This is an optimization exercise on Yosys and OpenROAD, whose aim is small area and a short achievable clock period, not a production implementation. Function was not checked in any run shown here: the RTL went through the layout flow alone. No driver is modelled on the clock port, so clocking that relies on it looks cheaper here than on a real chip. No activity file was given, so power comes from the tool's default toggle rates.

## flow/flow/run.sh

```bash
#!/bin/bash
set -euo pipefail
export POST_CTS_TCL="$PWD/flow/post_cts.tcl"
bash standard.sh > standard.log 2>&1
```

## flow/flow/post_cts.tcl

```tcl
set block [ord::get_db_block]
set removed 0
foreach inst [$block getInsts] {
  if {![string match "clkbuf_0_*" [$inst getName]]} { continue }
  set in_net ""
  set out_net ""
  foreach it [$inst getITerms] {
    if {[$it isInputSignal]} { set in_net [$it getNet] }
    if {[$it isOutputSignal]} { set out_net [$it getNet] }
  }
  if {$in_net eq "" || $out_net eq "" || [$in_net getName] ne "clk"} { continue }
  set loads {}
  foreach it [$out_net getITerms] {
    if {[$it getInst] ne $inst} { lappend loads $it }
  }
  set port_loads 0
  foreach it [$in_net getITerms] { incr port_loads }
  set after [expr {$port_loads - 1 + [llength $loads]}]
  if {$after > 4} {
    puts "post_cts: keeping [$inst getName]: the clock port would drive $after pins"
    continue
  }
  puts "post_cts: removing [$inst getName] ([[$inst getMaster] getName]); the clock port now drives $after pins"
  foreach it $loads {
    $it disconnect
    $it connect $in_net
  }
  foreach it [$inst getITerms] { $it disconnect }
  odb::dbInst_destroy $inst
  odb::dbNet_destroy $out_net
  incr removed
}
if {$removed} {
  estimate_parasitics -placement
  repair_timing_helper
  detailed_placement
  check_placement -verbose
  report_clock_latency
}
```

## flow/standard.sh

```bash
#!/bin/bash
# synth_recipe.tcl (not shown) runs the flow's synth.tcl, then flattens the netlist and writes it again
# the make line also repeats each setting of config.mk as NAME=value (left out here)
make -C /OpenROAD-flow-scripts/flow DESIGN_CONFIG=/design/flow/config.mk WORK_HOME=/design/flow/orfs CLKGATE_MAP_FILE= SYNTH_SCRIPT=/design/flow/synth_recipe.tcl "${@:-finish}"
```

## flow/config.mk

```make
export PLATFORM = sky130hd
export DESIGN_NAME = fifo
export DESIGN_NICKNAME = fifo
export VERILOG_FILES = /design/flow/design.v
export SDC_FILE = /design/flow/constraint.sdc
export NUM_CORES = 4
export LEC_CHECK = 0
export CAP_MARGIN = 20
export CORE_MARGIN = 2
export CORE_UTILIZATION = 65
export CTS_CLUSTER_DIAMETER = 60
export CTS_CLUSTER_SIZE = 30
export SETUP_SLACK_MARGIN = 1.5
export SLEW_MARGIN = 20
```

## flow/constraint.sdc

```tcl
create_clock -name core_clock -period 3.2 [get_ports {clk}]
set_input_delay 0.6400 -clock core_clock [delete_from_list [all_inputs] [get_ports {clk}]]
set_output_delay 0.6400 -clock core_clock [all_outputs]
set_load 0.01 [all_outputs]
```

## flow/design.v

```verilog
`timescale 1ns / 1ps
module fifo
#
(
	parameter		depth = 60,
	parameter		width = 8
)
(
	input				clk,
	input				rst_n,
	input				wr_en,
	input	[width-1:0]	data_in,
	input				rd_en,
	output	[width-1:0]	data_out,
	output				full,
	output				empty
);
localparam		rows = depth / 4;		 
reg	[width-1:0]	bank0	[rows-1:0];
reg	[width-1:0]	bank1	[rows-1:0];
reg	[width-1:0]	bank2	[rows-1:0];
reg	[width-1:0]	bank3	[rows-1:0];
reg	[3:0]		wb;				 
reg	[3:0]		rb;				 
reg	[3:0]		n0, n1, n2, n3;	 
reg				full_o;			 
reg				nempty_o;		 
reg				full_i;			 
reg				nempty;			 
reg	[3:0]		s0, s1, s2, s3;	 
reg	[1:0]		sn0, sn1, sn2, sn3;	 
reg	[width-1:0]	bq0, bq1, bq2, bq3;	 
reg	[width-1:0]	last_in;		 
reg				fresh;			 
reg	[3:0]		osel;			 
reg	[width-1:0]	rdata;
wire			push = wr_en & ~full_i;
wire			pop  = rd_en & nempty;
wire	[3:0]	wr_k = { 4{ push}} & wb;		 
wire	[3:0]	rd_k = { 4{ pop}}  & rb;		 
wire	[3:0]	wb_n = push ? { wb[2:0], wb[3]} : wb;
wire	[3:0]	rb_n = pop  ? { rb[2:0], rb[3]} : rb;
wire	[3:0]	one_k  = { (n3 == 4'd1) && (n0 == 4'd0), (n2 == 4'd1) && (n3 == 4'd0),
			   (n1 == 4'd1) && (n2 == 4'd0), (n0 == 4'd1) && (n1 == 4'd0)};
wire	[3:0]	most_k = { (n3 == rows-1) && (n0 == rows), (n2 == rows-1) && (n3 == rows),
			   (n1 == rows-1) && (n2 == rows), (n0 == rows-1) && (n1 == rows)};
wire			one  = |(one_k & rb);
wire			most = |(most_k & wb);
wire			empty_n = push ? 1'b0 : (pop ? one : ~nempty);
wire			full_n  = pop  ? 1'b0 : (push ? most : full_i);
wire			fresh_n = push & (~nempty | (pop & one));
function [3:0] inc4;
	input [3:0] n;
	begin
		case(n)
		4'd0: inc4 = 4'd1;
		4'd1: inc4 = 4'd2;
		4'd2: inc4 = 4'd3;
		4'd3: inc4 = 4'd4;
		4'd4: inc4 = 4'd5;
		4'd5: inc4 = 4'd6;
		4'd6: inc4 = 4'd7;
		4'd7: inc4 = 4'd8;
		4'd8: inc4 = 4'd9;
		4'd9: inc4 = 4'd10;
		4'd10: inc4 = 4'd11;
		4'd11: inc4 = 4'd12;
		4'd12: inc4 = 4'd13;
		4'd13: inc4 = 4'd14;
		4'd14: inc4 = 4'd15;
		4'd15: inc4 = 4'd0;
		endcase
	end
endfunction
function [3:0] dec4;
	input [3:0] n;
	begin
		case(n)
		4'd0: dec4 = 4'd15;
		4'd1: dec4 = 4'd0;
		4'd2: dec4 = 4'd1;
		4'd3: dec4 = 4'd2;
		4'd4: dec4 = 4'd3;
		4'd5: dec4 = 4'd4;
		4'd6: dec4 = 4'd5;
		4'd7: dec4 = 4'd6;
		4'd8: dec4 = 4'd7;
		4'd9: dec4 = 4'd8;
		4'd10: dec4 = 4'd9;
		4'd11: dec4 = 4'd10;
		4'd12: dec4 = 4'd11;
		4'd13: dec4 = 4'd12;
		4'd14: dec4 = 4'd13;
		4'd15: dec4 = 4'd14;
		endcase
	end
endfunction
function [3:0] count_k;
	input [3:0] n;
	input       up;
	input       dn;
	begin
		count_k = (up & ~dn) ? inc4(n) : (dn & ~up) ? dec4(n) : n;
	end
endfunction
wire	[3:0]	n0_n = count_k(n0, wr_k[0], rd_k[0]);
wire	[3:0]	n1_n = count_k(n1, wr_k[1], rd_k[1]);
wire	[3:0]	n2_n = count_k(n2, wr_k[2], rd_k[2]);
wire	[3:0]	n3_n = count_k(n3, wr_k[3], rd_k[3]);
always@(posedge clk or negedge rst_n)
begin
	if(!rst_n) begin
		wb       <= 4'b0001;
		rb       <= 4'b0001;
		n0       <= 4'd0;
		n1       <= 4'd0;
		n2       <= 4'd0;
		n3       <= 4'd0;
		full_o   <= 1'b0;
		nempty_o <= 1'b0;
		full_i   <= 1'b0;
		nempty   <= 1'b0;
	end else begin
		wb       <= wb_n;
		rb       <= rb_n;
		n0       <= n0_n;
		n1       <= n1_n;
		n2       <= n2_n;
		n3       <= n3_n;
		full_o   <= ~pop & (push ? most : full_o);
		nempty_o <= push | (pop ? ~one : nempty_o);
		full_i   <= full_n;
		nempty   <= ~empty_n;
	end
end
integer i;
always@(posedge clk)
begin
	if(wr_k[0]) begin
		for(i = rows-1; i > 0; i = i - 1)
			bank0[i] <= bank0[i-1];
		bank0[0] <= data_in;
	end
	if(wr_k[1]) begin
		for(i = rows-1; i > 0; i = i - 1)
			bank1[i] <= bank1[i-1];
		bank1[0] <= data_in;
	end
	if(wr_k[2]) begin
		for(i = rows-1; i > 0; i = i - 1)
			bank2[i] <= bank2[i-1];
		bank2[0] <= data_in;
	end
	if(wr_k[3]) begin
		for(i = rows-1; i > 0; i = i - 1)
			bank3[i] <= bank3[i-1];
		bank3[0] <= data_in;
	end
end
wire	[16*width-1:0]	flat0, flat1, flat2, flat3;
genvar g;
generate
	for(g = 0; g < 16; g = g + 1) begin : flat
		assign flat0[g*width +: width] = bank0[(g == 0) ? 0 : g-1];
		assign flat1[g*width +: width] = bank1[(g == 0) ? 0 : g-1];
		assign flat2[g*width +: width] = bank2[(g == 0) ? 0 : g-1];
		assign flat3[g*width +: width] = bank3[(g == 0) ? 0 : g-1];
	end
endgenerate
wire	[3:0]	t0 = { s0[3:2], ~sn0};
wire	[3:0]	t1 = { s1[3:2], ~sn1};
wire	[3:0]	t2 = { s2[3:2], ~sn2};
wire	[3:0]	t3 = { s3[3:2], ~sn3};
wire	[width-1:0]	rd0 = { flat0[t0*width+4 +: 4], flat0[s0*width +: 4]};
wire	[width-1:0]	rd1 = { flat1[t1*width+4 +: 4], flat1[s1*width +: 4]};
wire	[width-1:0]	rd2 = { flat2[t2*width+4 +: 4], flat2[s2*width +: 4]};
wire	[width-1:0]	rd3 = { flat3[t3*width+4 +: 4], flat3[s3*width +: 4]};
always@(posedge clk)
begin
	s0      <= n0_n;
	s1      <= n1_n;
	s2      <= n2_n;
	s3      <= n3_n;
	sn0     <= ~n0_n[1:0];
	sn1     <= ~n1_n[1:0];
	sn2     <= ~n2_n[1:0];
	sn3     <= ~n3_n[1:0];
	bq0     <= rd0;
	bq1     <= rd1;
	bq2     <= rd2;
	bq3     <= rd3;
	last_in <= data_in;
	fresh   <= fresh_n;
	osel    <= fresh_n ? 4'b0000 : rb_n;
end
always@(posedge clk)
begin
	rdata <= ({ width{ fresh}} & last_in)
	       | ({ width{ osel[0]}} & bq0) | ({ width{ osel[1]}} & bq1)
	       | ({ width{ osel[2]}} & bq2) | ({ width{ osel[3]}} & bq3);
end
assign	data_out = rdata;
assign	empty    = ~nempty_o;
assign	full     = full_o;
endmodule
```

==> results of run 1 <==
flip-flops by register name (all words and copies together) (netlist names), 8 cells and up:
signal	count
bank0	120
bank1	120
bank2	120
bank3	120
bq0	8
bq1	8
bq2	8
bq3	8
last_in	8
rdata	8
power by group through the flow:
stage	clock network, mW	registers [mW]	logic (mW)
detailed placement	0	8.32	0.0963
finish	4.98	8.14	0.0977
global route	5.32	8.14	0.105
floorplan	0	8.31	0.0365
global placement	0	8.32	0.0960
layout make-up:
cell class              count  area (sq um)  area share [%]
well taps                 448           561            2.25
multi-input cells         535          5360            21.5
clock buffers              40           980            3.93
flip-flops and latches    585         16700            67.0
repair buffers             94           940            3.77
inverters                  18          97.6           0.392
repair inverters            2          13.8          0.0552
clock inverters            23           262            1.05
cells in the final DEF, fill, tap and decap left out, drive strengths merged, types with 5 or more instances in the layout:
cell type	instances
a21oi	55
a211oi	23
ha	24
o21ai	30
nand3	17
nor2	47
dfxtp	77
o211ai	6
a222oi	8
nor3	5
clkinv	10
a22oi	10
nand4	6
clkdlybuf4s50	9
clkinvlp	5
mux4	104
nand2	64
dfrtp	26
and3	5
clkbuf	41
a31oi	6
edfxtp	480
nand3b	5
mux2i	37
o22ai	21
inv	27
nand2b	5
buf	84
layer usage:
metal / part of all wire [%] / vias up / GRT usage, %
met1: 46 / 5718 / 37.0
li1: - / 4977 / -
met2: 46 / 316 / 34.4
met5: 0.025 / - / 0
met4: 2.4 / 2 / 5.59
met3: 5.6 / 59 / 2.72
logic make-up (layout without fill, tap and decap cells):
family / Yosys count / in the layout / synth area share [%]
flip-flops: 585 / 585 / 74.9
AO/OA/AOI/OAI: 195 / 195 / 5.84
AND/OR/NAND/NOR: 172 / 172 / 3.81
multiplexers: 143 / 143 / 12.3
buffers and inverters: 81 / 177 / 1.71
adder cells (fa/ha/maj): 24 / 24 / 1.35
XOR/XNOR: 1 / 1 / 0.0394
worst paths after layout:
check                              from  depth (start not counted)           end  slack [ps]
max                               s1[0]                          3        bq1[2]        1480
min                        bank3[11][6]                          0  bank3[12][6]         430
max reg2reg                       s1[0]                          3        bq1[2]        1480
min reg2reg                bank3[11][6]                          0  bank3[12][6]         430
max in group asynchronous         rst_n                          2         wb[0]        2170
min in group asynchronous         rst_n                          2         rb[3]         690
==> flow_summary.json, run 1 <==
{
  "grt_first_pass_wirelength_mm": 62.7,
  "dp_slack_ps": 355,
  "drive_gt1_share_pct": 24.7,
  "die_area_sq_um": 35700,
  "cpMostUsedCell": "mux4_2",
  "synth_most_common_cell": "edfxtp_1",
  "antenna_found_initial": 2,
  "syn_nets": 1237,
  "worstMarginPinSlew_ps": 845,
  "setup_tns_ps": 0,
  "grt_max_degree": 121,
  "fmax_mhz": 583,
  "hold_violations": 0,
  "fin_nets": 1308,
  "power_switching_mw": 2.62,
  "synth_common_cells": "480 x edfxtp_1, 104 x mux4_2, 77 x dfxtp_1, 64 x nand2_1, 55 x a21oi_1",
  "layout-area-overhead-vs-synth_pct": 12.1,
  "p_int_mw": 10.6,
  "p_total_mw": 13.2,
  "via_count": 11100,
  "crit_chain": "buf_12, mux4_2, mux4_2",
  "die_w_microns": 189,
  "p_per_area_nw_per_um2": 530,
  "fin_ws_ps": 1480,
  "synth_edf_count": 480,
  "synthTopCellsByArea": "edfxtp_1 65%, mux4_2 11%, dfxtp_1 6.9%, dfrtp_1 2.9%, mux2i_1 1.7%",
  "wl_per_cell_microns": 23.3,
  "nFillCells": 1942,
  "placed_cell_area_sq_um": 23000,
  "hpwl_mm": 24.5,
  "drv_slew": 0,
  "power.share.clock_pct": 37.7,
  "yosysTopAreaCellShare_pct": 64.8,
  "track_usage_pct": 23.0,
  "critical_path.top_delay_family": "multiplexers",
  "status": "no timing/DRC/antenna violations",
  "whs_ps": 435,
  "dr.pass1.iters": 7,
  "drcViolationCount": 0,
  "die-height_microns": 189,
  "max_slew_margin_pct": 43.6,
  "vdd_ir_drop_max_mv": 0.519,
  "cap_violations": 0,
  "cts_sinks": 585,
  "clk_latency_ps": 370,
  "cpPeakStageDelay_ps": 530,
  "viasPerCell": 6.34,
  "p_comb_share_pct": 0.7,
  "synthCells": 1201,
  "wl_mm": 40.6,
  "num_rows": 67,
  "overflow": 0,
  "seq_area_frac_synth_pct": 74.9,
  "hold_class": "register to register",
  "clkSlewWorstSetupHoldPaths_ps": 90,
  "initialDrtViolationCount": 1056,
  "crit_buf_inv": 1,
  "instances_no_fill": 1745,
  "yosys.area.top_type": "edfxtp_1",
  "cp_slowest_cell": "mux4_2",
  "crit_path_end_kind": "register",
  "core_sq_um": 33600,
  "clock_skew_ps": 18.9,
  "crit_arrival_ps": 1950,
  "fin_util_pct": 74.1,
  "avgSynthCellArea_sq_um": 18.5,
  "dp_cells": 1635,
  "grt_pass1_vias": 10800,
  "synth_warnings": 5,
  "gp_congestion": 0.862,
  "start_kind": "register",
  "ant_nets": 0,
  "p_leak_nw": 8.36,
  "start_util_pct": 66.1,
  "ys_seq_elements": 585,
  "post-route-period-util_pct": 53.6,
  "worstSetupPathType": "register to register",
  "timing.final.crit_period_ps": 1720,
  "setup_viol": 0,
  "synthArstFlopShare_pct": 4.79,
  "num_antenna_cells": 0,
  "sw_frac_of_total_pct": 19.9,
  "stdcell_area_sq_um": 24900,
  "cts_tree": "built",
  "pwr-share-seq_pct": 61.6,
  "portBuffers": 21,
  "critPathMaxFanout": 8,
  "synthFlopType": "edfxtp_1",
  "ios": 22,
  "required_ps": 3430,
  "rsz0062_at_grt": "yes",
  "synthesis.area_sq_um": 22200,
  "yosysUniqueCellTypes": 62
}
==> run 2: changes to the inputs <==
--- a/flow/design.v
+++ b/flow/design.v
@@ -20,15 +20,14 @@
 reg	[width-1:0]	bank1	[rows-1:0];
 reg	[width-1:0]	bank2	[rows-1:0];
 reg	[width-1:0]	bank3	[rows-1:0];
-reg	[3:0]		wb;				 
-reg	[3:0]		rb;				 
+reg	[1:0]		wbank;			 
+reg	[1:0]		rbank;			 
 reg	[3:0]		n0, n1, n2, n3;	 
 reg				full_o;			 
 reg				nempty_o;		 
 reg				full_i;			 
 reg				nempty;			 
 reg	[3:0]		s0, s1, s2, s3;	 
-reg	[1:0]		sn0, sn1, sn2, sn3;	 
 reg	[width-1:0]	bq0, bq1, bq2, bq3;	 
 reg	[width-1:0]	last_in;		 
 reg				fresh;			 
@@ -36,16 +35,16 @@
 reg	[width-1:0]	rdata;
 wire			push = wr_en & ~full_i;
 wire			pop  = rd_en & nempty;
-wire	[3:0]	wr_k = { 4{ push}} & wb;		 
-wire	[3:0]	rd_k = { 4{ pop}}  & rb;		 
-wire	[3:0]	wb_n = push ? { wb[2:0], wb[3]} : wb;
-wire	[3:0]	rb_n = pop  ? { rb[2:0], rb[3]} : rb;
+wire	[3:0]	wr_k = { 4{ push}} & (4'b0001 << wbank);	 
+wire	[3:0]	rd_k = { 4{ pop}}  & (4'b0001 << rbank);	 
+wire	[1:0]	wbank_n = push ? wbank + 2'd1 : wbank;
+wire	[1:0]	rbank_n = pop  ? rbank + 2'd1 : rbank;
 wire	[3:0]	one_k  = { (n3 == 4'd1) && (n0 == 4'd0), (n2 == 4'd1) && (n3 == 4'd0),
 			   (n1 == 4'd1) && (n2 == 4'd0), (n0 == 4'd1) && (n1 == 4'd0)};
 wire	[3:0]	most_k = { (n3 == rows-1) && (n0 == rows), (n2 == rows-1) && (n3 == rows),
 			   (n1 == rows-1) && (n2 == rows), (n0 == rows-1) && (n1 == rows)};
-wire			one  = |(one_k & rb);
-wire			most = |(most_k & wb);
+wire			one  = one_k[rbank];
+wire			most = most_k[wbank];
 wire			empty_n = push ? 1'b0 : (pop ? one : ~nempty);
 wire			full_n  = pop  ? 1'b0 : (push ? most : full_i);
 wire			fresh_n = push & (~nempty | (pop & one));
@@ -110,8 +109,8 @@
 always@(posedge clk or negedge rst_n)
 begin
 	if(!rst_n) begin
-		wb       <= 4'b0001;
-		rb       <= 4'b0001;
+		wbank    <= 2'd0;
+		rbank    <= 2'd0;
 		n0       <= 4'd0;
 		n1       <= 4'd0;
 		n2       <= 4'd0;
@@ -121,8 +120,8 @@
 		full_i   <= 1'b0;
 		nempty   <= 1'b0;
 	end else begin
-		wb       <= wb_n;
-		rb       <= rb_n;
+		wbank    <= wbank_n;
+		rbank    <= rbank_n;
 		n0       <= n0_n;
 		n1       <= n1_n;
 		n2       <= n2_n;
@@ -167,31 +166,23 @@
 		assign flat3[g*width +: width] = bank3[(g == 0) ? 0 : g-1];
 	end
 endgenerate
-wire	[3:0]	t0 = { s0[3:2], ~sn0};
-wire	[3:0]	t1 = { s1[3:2], ~sn1};
-wire	[3:0]	t2 = { s2[3:2], ~sn2};
-wire	[3:0]	t3 = { s3[3:2], ~sn3};
-wire	[width-1:0]	rd0 = { flat0[t0*width+4 +: 4], flat0[s0*width +: 4]};
-wire	[width-1:0]	rd1 = { flat1[t1*width+4 +: 4], flat1[s1*width +: 4]};
-wire	[width-1:0]	rd2 = { flat2[t2*width+4 +: 4], flat2[s2*width +: 4]};
-wire	[width-1:0]	rd3 = { flat3[t3*width+4 +: 4], flat3[s3*width +: 4]};
+wire	[width-1:0]	rd0 = flat0[s0*width +: width];
+wire	[width-1:0]	rd1 = flat1[s1*width +: width];
+wire	[width-1:0]	rd2 = flat2[s2*width +: width];
+wire	[width-1:0]	rd3 = flat3[s3*width +: width];
 always@(posedge clk)
 begin
 	s0      <= n0_n;
 	s1      <= n1_n;
 	s2      <= n2_n;
 	s3      <= n3_n;
-	sn0     <= ~n0_n[1:0];
-	sn1     <= ~n1_n[1:0];
-	sn2     <= ~n2_n[1:0];
-	sn3     <= ~n3_n[1:0];
 	bq0     <= rd0;
 	bq1     <= rd1;
 	bq2     <= rd2;
 	bq3     <= rd3;
 	last_in <= data_in;
 	fresh   <= fresh_n;
-	osel    <= fresh_n ? 4'b0000 : rb_n;
+	osel    <= fresh_n ? 4'b0000 : (4'b0001 << rbank_n);
 end
 always@(posedge clk)
 begin
==> flow/run.sh (new file) <==
#!/bin/bash
# synth_recipe.tcl (not shown) runs the flow's synth.tcl, then flattens the netlist and writes it again
# the make line also repeats each setting of config.mk as NAME=value (left out here)
make -C /OpenROAD-flow-scripts/flow DESIGN_CONFIG=/design/flow/config.mk WORK_HOME=/design/flow/orfs CLKGATE_MAP_FILE= SYNTH_SCRIPT=/design/flow/synth_recipe.tcl finish
--- a/flow/config.mk
+++ b/flow/config.mk
@@ -10,5 +10,5 @@
 export CORE_UTILIZATION = 65
 export CTS_CLUSTER_DIAMETER = 60
 export CTS_CLUSTER_SIZE = 30
-export SETUP_SLACK_MARGIN = 1.5
+export SETUP_SLACK_MARGIN = 1.45
 export SLEW_MARGIN = 20
removed: flow/flow/run.sh
removed: flow/flow/post_cts.tcl
removed: flow/standard.sh
==> run 2 against run 1 <==
Global-route usage decreased by 0.063 points. Design area decreased by 2.9%. Critical path depth decreased by 1. Cell count decreased by 6.2%. Synthesized cell count decreased by 9.4%. Clock skew increased by 6.7 ps. Sequential share of layout area increased by 0.78 points. Hold slack improved by 1.4 ps. Sequential power increased by 34%.
==> flow_summary.json, run 2 <==
{
  "status": "no timing/DRC/antenna violations",
  "required_ps": 2560,
  "clk_root_buffer_cell": "clkbuf_16",
  "fmax_mhz": 561,
  "hold_class": "register to register",
  "p_leak_nw": 8.10,
  "final_cell_mix": "480 x edfxtp_1, 98 x mux4_2, 67 x nor2_1, 62 x dfxtp_1, 60 x a211oi_1",
  "synthesis.area_sq_um": 21300,
  "drcViolationCount": 0,
  "yosys.area.top_type": "edfxtp_1",
  "synthXorXnorAreaFrac_pct": 0.575,
  "wl_mm": 38.8,
  "core_sq_um": 32500,
  "htreeDepth": 2,
  "yosysUniqueCellTypes": 46,
  "synthAdderAreaFrac_pct": 1.45,
  "crit_arrival_ps": 1140,
  "vdd_ir_drop_max_mv": 0.674,
  "ios": 22,
  "layout-area-overhead-vs-synth_pct": 13.5,
  "ant_nets": 0,
  "cts_made_buffers": 37,
  "synthCells": 1088,
  "layout_commonest_cell": "edfxtp_1",
  "setup_tns_ps": 0,
  "synth_edf_count": 480,
  "timing.final.crit_period_ps": 1780,
  "grt_max_degree": 45,
  "max_slew_margin_pct": 56.0,
  "synth_common_cells": "480 x edfxtp_1, 98 x mux4_2, 69 x dfxtp_1, 67 x nor2_1, 60 x a211oi_1",
  "synth_compound_area_share_pct": 4.68,
  "num_rows": 66,
  "hpwl_mm": 22.8,
  "worstSetupPathType": "register to output pin",
  "synthTopCellsByArea": "edfxtp_1 68%, mux4_2 10%, dfxtp_1 6.5%, dfrtp_1 2.8%, a211oi_1 2.1%",
  "clock_skew_ps": 25.6,
  "clk_latency_ps": 550,
  "synth_mux_area_share_pct": 12.1,
  "die_w_microns": 185,
  "setup_viol": 0,
  "cts_sinks": 573,
  "cap_violations": 0,
  "crit_path_end_kind": "output pin",
  "avgSynthCellArea_sq_um": 19.6,
  "synth_warnings": 5,
  "via_count": 10200,
  "seq_area_frac_synth_pct": 76.9,
  "die-height_microns": 185,
  "synthArstFlopShare_pct": 4.19,
  "gp_congestion": 0.815,
  "hold_violations": 0,
  "initialDrtViolationCount": 862,
  "grt_first_pass_wirelength_mm": 58.5,
  "track_usage_pct": 22.9,
  "yosysTopAreaCellShare_pct": 67.6,
  "p_total_mw": 22.2,
  "p_per_area_nw_per_um2": 916,
  "synthFlopType": "edfxtp_1",
  "syn_nets": 1124,
  "ys_seq_elements": 573,
  "drive_gt1_share_pct": 24.1,
  "portBuffers": 21,
  "start_util_pct": 65.7,
  "cts_tree": "built",
  "whs_ps": 436,
  "clkSlewWorstSetupHoldPaths_ps": 100,
  "clockBufferDepth": 3,
  "antenna_found_initial": 3,
  "postCtsHoldBufs": 0,
  "rsz0062_at_grt": "yes",
  "critPathMaxFanout": 2,
  "worstMarginPinSlew_ps": 659,
  "fin_nets": 1202,
  "synth_top_family_by_area": "multiplexers",
  "viasPerCell": 6.26,
  "dr.pass1.iters": 6,
  "die_area_sq_um": 34300,
  "synth_most_common_cell": "edfxtp_1",
  "synthSimpleGateAreaFrac_pct": 2.90,
  "start_kind": "register",
  "grt_pass1_vias": 9966,
  "wl_per_cell_microns": 23.7,
  "overflow": 0,
  "post-route-period-util_pct": 55.8,
  "drv_slew": 0
}
-- run 2: cells by family after synthesis --
kind of cell / count (synthesis)
XOR/XNOR: 14
AND/OR/NAND/NOR: 132
buffers and inverters: 70
adder cells (fa/ha/maj): 25
multiplexers: 135
flip-flops: 573
AO/OA/AOI/OAI: 139
-- run 2: cell type report --
class,count,area (sq um)
flip-flops and latches,573,16400
fillers,1876,8250
multi-input cells,447,4810
repair buffers,90,1060
clock buffers,38,940
well taps,442,553
clock inverters,27,354
inverters,17,67.6
diodes,2,5.00
-- run 2: per-layer routing --
layer / vias to the layer above / GRT usage [%] / routed length, microns / part of all wire [%]
met5: - / 0 / 0 / 0
met4: 0 / 5.81 / 793 / 2.0
met3: 49 / 4.52 / 2420 / 6.2
met1: 5281 / 35.1 / 17200 / 44
li1: 4577 / - / - / -
met2: 336 / 34.7 / 18400 / 47
-- run 2: report_power, final --
| group | switching, mW | total, mW | internal, mW |
|---|---|---|---|
| Clock | 2.75 | 5.11 | 2.36 |
| Sequential | 1.02 | 10.9 | 9.86 |
| Combinational | 3.17 | 6.18 | 3.01 |
-- run 2: path summary, 6_finish.rpt --
| kind | slack, ps | end | from | depth (start not counted) |
|---|---|---|---|---|
| worst max-delay path | 1420 | empty | nempty_o | 2 |
| worst min-delay path | 440 | bank3[6][7] | bank3[5][7] | 0 |
| worst max register to register | 1460 | bank1[3][4] | wbank[1] | 6 |
| worst min register to register | 440 | bank3[6][7] | bank3[5][7] | 0 |
| max in group asynchronous | 2430 | n0[0] | rst_n | 2 |
| min in group asynchronous | 460 | n3[0] | rst_n | 2 |
-- run 2: repair_timing --
action,CTS,global route
buffers inserted,22,10
setup endpoints to repair,471,269
pin swaps,4,1
resized for setup,48,41
gates cloned,2,7
-- run 2: metrics by stage --
stage | util, % | area [sq um] | worst slack (ps) | cells
2_1_floorplan | - | 21400 | 257 | 1088
3_3_place_gp | 68.7 | 22300 | 715 | 1528
3_5_place_dp | 68.7 | 22300 | 712 | 1528
4_1_cts | 73.4 | 23800 | 1290 | 1617
5_1_grt | 74.6 | 24200 | 1380 | 1635
6_report | 74.6 | 24200 | 1420 | 1636
-- run 2: critical path: stages (launching register included) --
cell,delay (ps)
dfrtp_1,400
inv_2,70
buf_2,120

afterwards: timing with drivers on the ports:
No port has a modelled driver above. Below, the same layouts with a new extraction and two added sets of constraints. Step 1 sets driving cells, clkbuf_16 on the clock port and buf_2 on the other inputs (assumed; they add their load-dependent delay and slew). Step 2 adds t to the input delays and takes it off the output delays; t is the mean of the earliest and latest rising clock arrival at the registers after step 1. Input paths then give back, and output paths get back, about the clock's delay inside the block. a / b / c = no drivers / after step 1 / after step 2; a / b = the first two.
run | t, ns | setup WS [ns] | worst data-port slew with drivers (ns)
run 1 | 0.460 | 1.484 / 1.484 / 1.071 | 0.05
run 2 | 0.591 | 1.416 / 1.362 / 0.877 | 0.07
After both steps every run listed still meets setup and hold. For run 2, which loses most, drivers alone change the setup slack by -0.054 ns; drivers and shift together by -0.539 ns.
